Source: an optimization exercise on an open RTL-to-GDS flow (aim: small area). Production flows keep margins and buffers that such runs may drop. Function was checked by simulation only, so behaviour that the tests miss may differ from the original. Power is estimated from default activity; no workload was simulated. The clock port is modelled as an ideal driver; clocking choices that lean on that would not hold on a real chip.

## Hough
module Hough(
	input wire			nReset,
	input wire			Clk,
	input wire 	[7:0]	PixelIn,
	input wire			FrameIn,
	input wire			LineIn,
	output reg	[7:0]	PixelOut,
	output reg			FrameOut,
	output reg			LineOut
);
	localparam N = 105;
	reg [6*N-1:0] line;
	always @(posedge Clk)
		line <= {line[6*N-7:0], PixelIn[7:2]};
	reg [5:0] Wm1;
	reg [7:0] ri;
	reg [7:0] Hm1;
	always @(posedge Clk or negedge nReset) begin
		if (!nReset)
			ri <= 8'd254;
		else if (FrameIn)
			ri <= 8'd0;
		else if (LineIn)
			ri <= ri + 8'd1;
	end
	always @(posedge Clk)
		if (FrameIn) Hm1 <= ri;
	wire [4:0] a = Wm1[5:1];
	wire       b = Wm1[0];
	wire [24:1] sel;
	wire [5:0]  M1, M2;
	genvar g, k;
	generate
		for (g = 1; g <= 24; g = g + 1) begin : dec
			assign sel[g] = (a == g);
		end
		for (k = 0; k < 6; k = k + 1) begin : tap
			wire [24:1] d1, d2;
			for (g = 1; g <= 24; g = g + 1) begin : pos
				assign d1[g] = line[6*(100-2*g) + k];
				assign d2[g] = line[6*(98-4*g) + k];
			end
			Select24 s1 (.d(d1), .s(sel), .y(M1[k]));
			Select24 s2 (.d(d2), .s(sel), .y(M2[k]));
		end
	endgenerate
	reg  [5:0] Q1, P1, P2, Q2a, Q2b, S1, S2;
	wire [5:0] X1 = b ? M1 : Q1;	 
	wire [5:0] X2 = b ? M2 : Q2b;	 
	always @(posedge Clk) begin
		Q1  <= M1;
		P1  <= X1;
		P2  <= P1;	 
		Q2a <= M2;
		Q2b <= Q2a;
		S1  <= X2;	 
  ...
Size in the first run: ~1300 cells after synthesis, about 720 flip-flops, ~22 I/O pins, about 20000 um2 of cells after synthesis.
==> flow/config.mk <==
export PLATFORM = sky130hd
export DESIGN_NAME = Hough
export DESIGN_NICKNAME = Hough
export VERILOG_FILES = /design/flow/design.v
export SDC_FILE = /design/flow/constraint.sdc
export NUM_CORES = 8
export LEC_CHECK = 0
export CAP_MARGIN = 20
export CORE_MARGIN = 2
export CORE_UTILIZATION = 50
export CTS_BUF_LIST = sky130_fd_sc_hd__clkbuf_16
export CTS_CLUSTER_DIAMETER = 100
export CTS_CLUSTER_SIZE = 30
export SLEW_MARGIN = 20
export SYNTH_HIERARCHICAL = 1
==> flow/constraint.sdc <==
create_clock -name core_clock -period 10.0 [get_ports {Clk}]
set_input_delay 2.0000 -clock core_clock [delete_from_list [all_inputs] [get_ports {Clk}]]
set_output_delay 2.0000 -clock core_clock [all_outputs]
set_load 0.01 [all_outputs]
run.sh (not shown) runs the stock make flow with config.mk's settings and CLKGATE_MAP_FILE= SYNTH_SCRIPT=/design/flow/synth_recipe.tcl, a recipe that flattens the netlist after the stock synthesis.
The starting point completed with no timing, DRC or antenna violations.
==> next run, changes <==
CORE_UTILIZATION = 30   (was 50)
Wire length increases by 0.66%; cell count increases by 18%; count of clock-buffer cells in the layout increases by 1; total power increases by 0.62%; worst hold slack is about the same.
==> next run, changes <==
CORE_UTILIZATION = 65   (was 30)
Setup slack gains 110 ps.
Wire length came out lower slightly.
Global-route usage rose by 13 points.
Clock-buffer cell count came out lower by 1.
Die area falls by well over a third.
Final area decreases by a few percent.
Flip-flop and latch count stays the same.
Utilization rose by 38 points.
Total power falls slightly.

---

Hough, a different RTL version from the one above (not shown whole).
Size: ~1300 cells after synthesis, ~22 I/O pins, roughly 0.019 mm2 of cells after synthesis.
Settings: LEC_CHECK=0, CAP_MARGIN=20, CORE_MARGIN=2, CORE_UTILIZATION=30, CTS_BUF_LIST=sky130_fd_sc_hd__clkbuf_16, CTS_CLUSTER_DIAMETER=100, CTS_CLUSTER_SIZE=30, SLEW_MARGIN=20, SYNTH_HIERARCHICAL=1; clock period 10.0 ns.
standard.sh (not shown) runs the stock make flow with config.mk's settings and CLKGATE_MAP_FILE= SYNTH_SCRIPT=/design/flow/synth_recipe.tcl, a recipe that flattens the netlist after the stock synthesis.
==> flow/flow/run.sh <==
#!/bin/bash
# Own layout flow: the standard flow (standard.sh) with a clock tree
# built without dummy loads and small port buffers

set -euo pipefail
export CTS_ARGS="-sink_clustering_enable -repair_clock_nets -dont_use_dummy_load -sink_clustering_size 30 -sink_clustering_max_diameter 100 -buf_list sky130_fd_sc_hd__clkbuf_16"
export BUFFER_PORTS_ARGS="-buffer_cell sky130_fd_sc_hd__buf_1"
bash standard.sh > standard.log 2>&1
The baseline passed the timing, DRC and antenna checks.
Next try:
==> flow/run.sh (new file) <==
#!/bin/bash
# synth_recipe.tcl (not shown) runs the flow's synth.tcl, then flattens the netlist and writes it again
# the make line also repeats each setting of config.mk as NAME=value (left out here)
make -C /OpenROAD-flow-scripts/flow DESIGN_CONFIG=/design/flow/config.mk WORK_HOME=/design/flow/orfs CLKGATE_MAP_FILE= SYNTH_SCRIPT=/design/flow/synth_recipe.tcl finish
removed: flow/flow/run.sh
removed: flow/standard.sh
Effect: Cell area came out higher by 0.78%. Clock skew came out lower by 35 ps. Sequential share of layout area came out lower by 0.54 points. Clock-buffer cell count stays the same. Routed wire length stays flat.
Next try:
==> flow/flow/run.sh (new file) <==
#!/bin/bash
# Own layout flow: the standard flow (standard.sh) with a clock tree
# built without dummy loads, small port buffers and power recovery
# (down-sizing of gates off the critical paths) after global routing.
set -euo pipefail
export CTS_ARGS="-sink_clustering_enable -repair_clock_nets -dont_use_dummy_load -sink_clustering_size 30 -sink_clustering_max_diameter 100 -buf_list sky130_fd_sc_hd__clkbuf_16"
export BUFFER_PORTS_ARGS="-buffer_cell sky130_fd_sc_hd__buf_1"
export RECOVER_POWER=100
bash standard.sh > standard.log 2>&1
==> flow/standard.sh (new file) <==
#!/bin/bash
# synth_recipe.tcl (not shown) runs the flow's synth.tcl, then flattens the netlist and writes it again
# the make line also repeats each setting of config.mk as NAME=value (left out here)
make -C /OpenROAD-flow-scripts/flow DESIGN_CONFIG=/design/flow/config.mk WORK_HOME=/design/flow/orfs CLKGATE_MAP_FILE= SYNTH_SCRIPT=/design/flow/synth_recipe.tcl "${@:-finish}"
removed: flow/run.sh
Outcome: The changed run completed, yet does not pass: capacitance limit, slew limit; global-route usage stays flat; non-clock buffer count does not change; clock power barely changes.
Next try:
==> flow/run.sh (new file) <==
#!/bin/bash
# synth_recipe.tcl (not shown) runs the flow's synth.tcl, then flattens the netlist and writes it again
# the make line also repeats each setting of config.mk as NAME=value (left out here)
make -C /OpenROAD-flow-scripts/flow DESIGN_CONFIG=/design/flow/config.mk WORK_HOME=/design/flow/orfs CLKGATE_MAP_FILE= SYNTH_SCRIPT=/design/flow/synth_recipe.tcl finish
- CAP_MARGIN: 20 -> 0
- SLEW_MARGIN: 20 -> 0
removed: flow/flow/run.sh
removed: flow/standard.sh
This time the run finished with timing, DRC and antenna clean.
Global-route usage stays flat.
Power rises by 1.1%.
Cell area rises by 0.97%.
First-iteration DRC count rises by 12%.
Worst hold slack improved by 23 ps.
Area after synthesis is unchanged.
Combinational power rises by about 6%.
Worst setup slack improved by 100 ps.
Routed wire length stays flat.

-- port drivers added, routing unchanged --
How much do the figures lean on ideal ports? The routed layouts below were timed once more, with nothing changed but the port constraints.
Step 1: set_driving_cell puts a clkbuf_16 on Clk and a buf_2 on each other input, an assumption about the parent block.
Step 2 moves the port delays by t, midway between the first and last clock arrival at a register: inputs arrive t later, outputs are due t later. That takes back most of the time a late clock gives input paths.
Three values: ideal, step 1, step 2; two values: the first two.
run	shift t [ns]	slack for setup (ns)	worst setup path after step 2
the first run of note 1	0.633	0.718 / 0.718 / 0.718	register to register
the second run of note 1	0.649	0.588 / 0.588 / 0.588	register to register
the third run of note 1	0.627	0.695 / 0.695 / 0.695	register to register
the first run of note 2	0.629	0.455 / 0.455 / 0.455	register to register
the second run of note 2	0.643	0.516 / 0.516 / 0.516	register to register
the third run of note 2	0.629	0.415 / 0.415 / 0.415	register to register
the fourth run of note 2	0.643	0.516 / 0.516 / 0.516	register to register
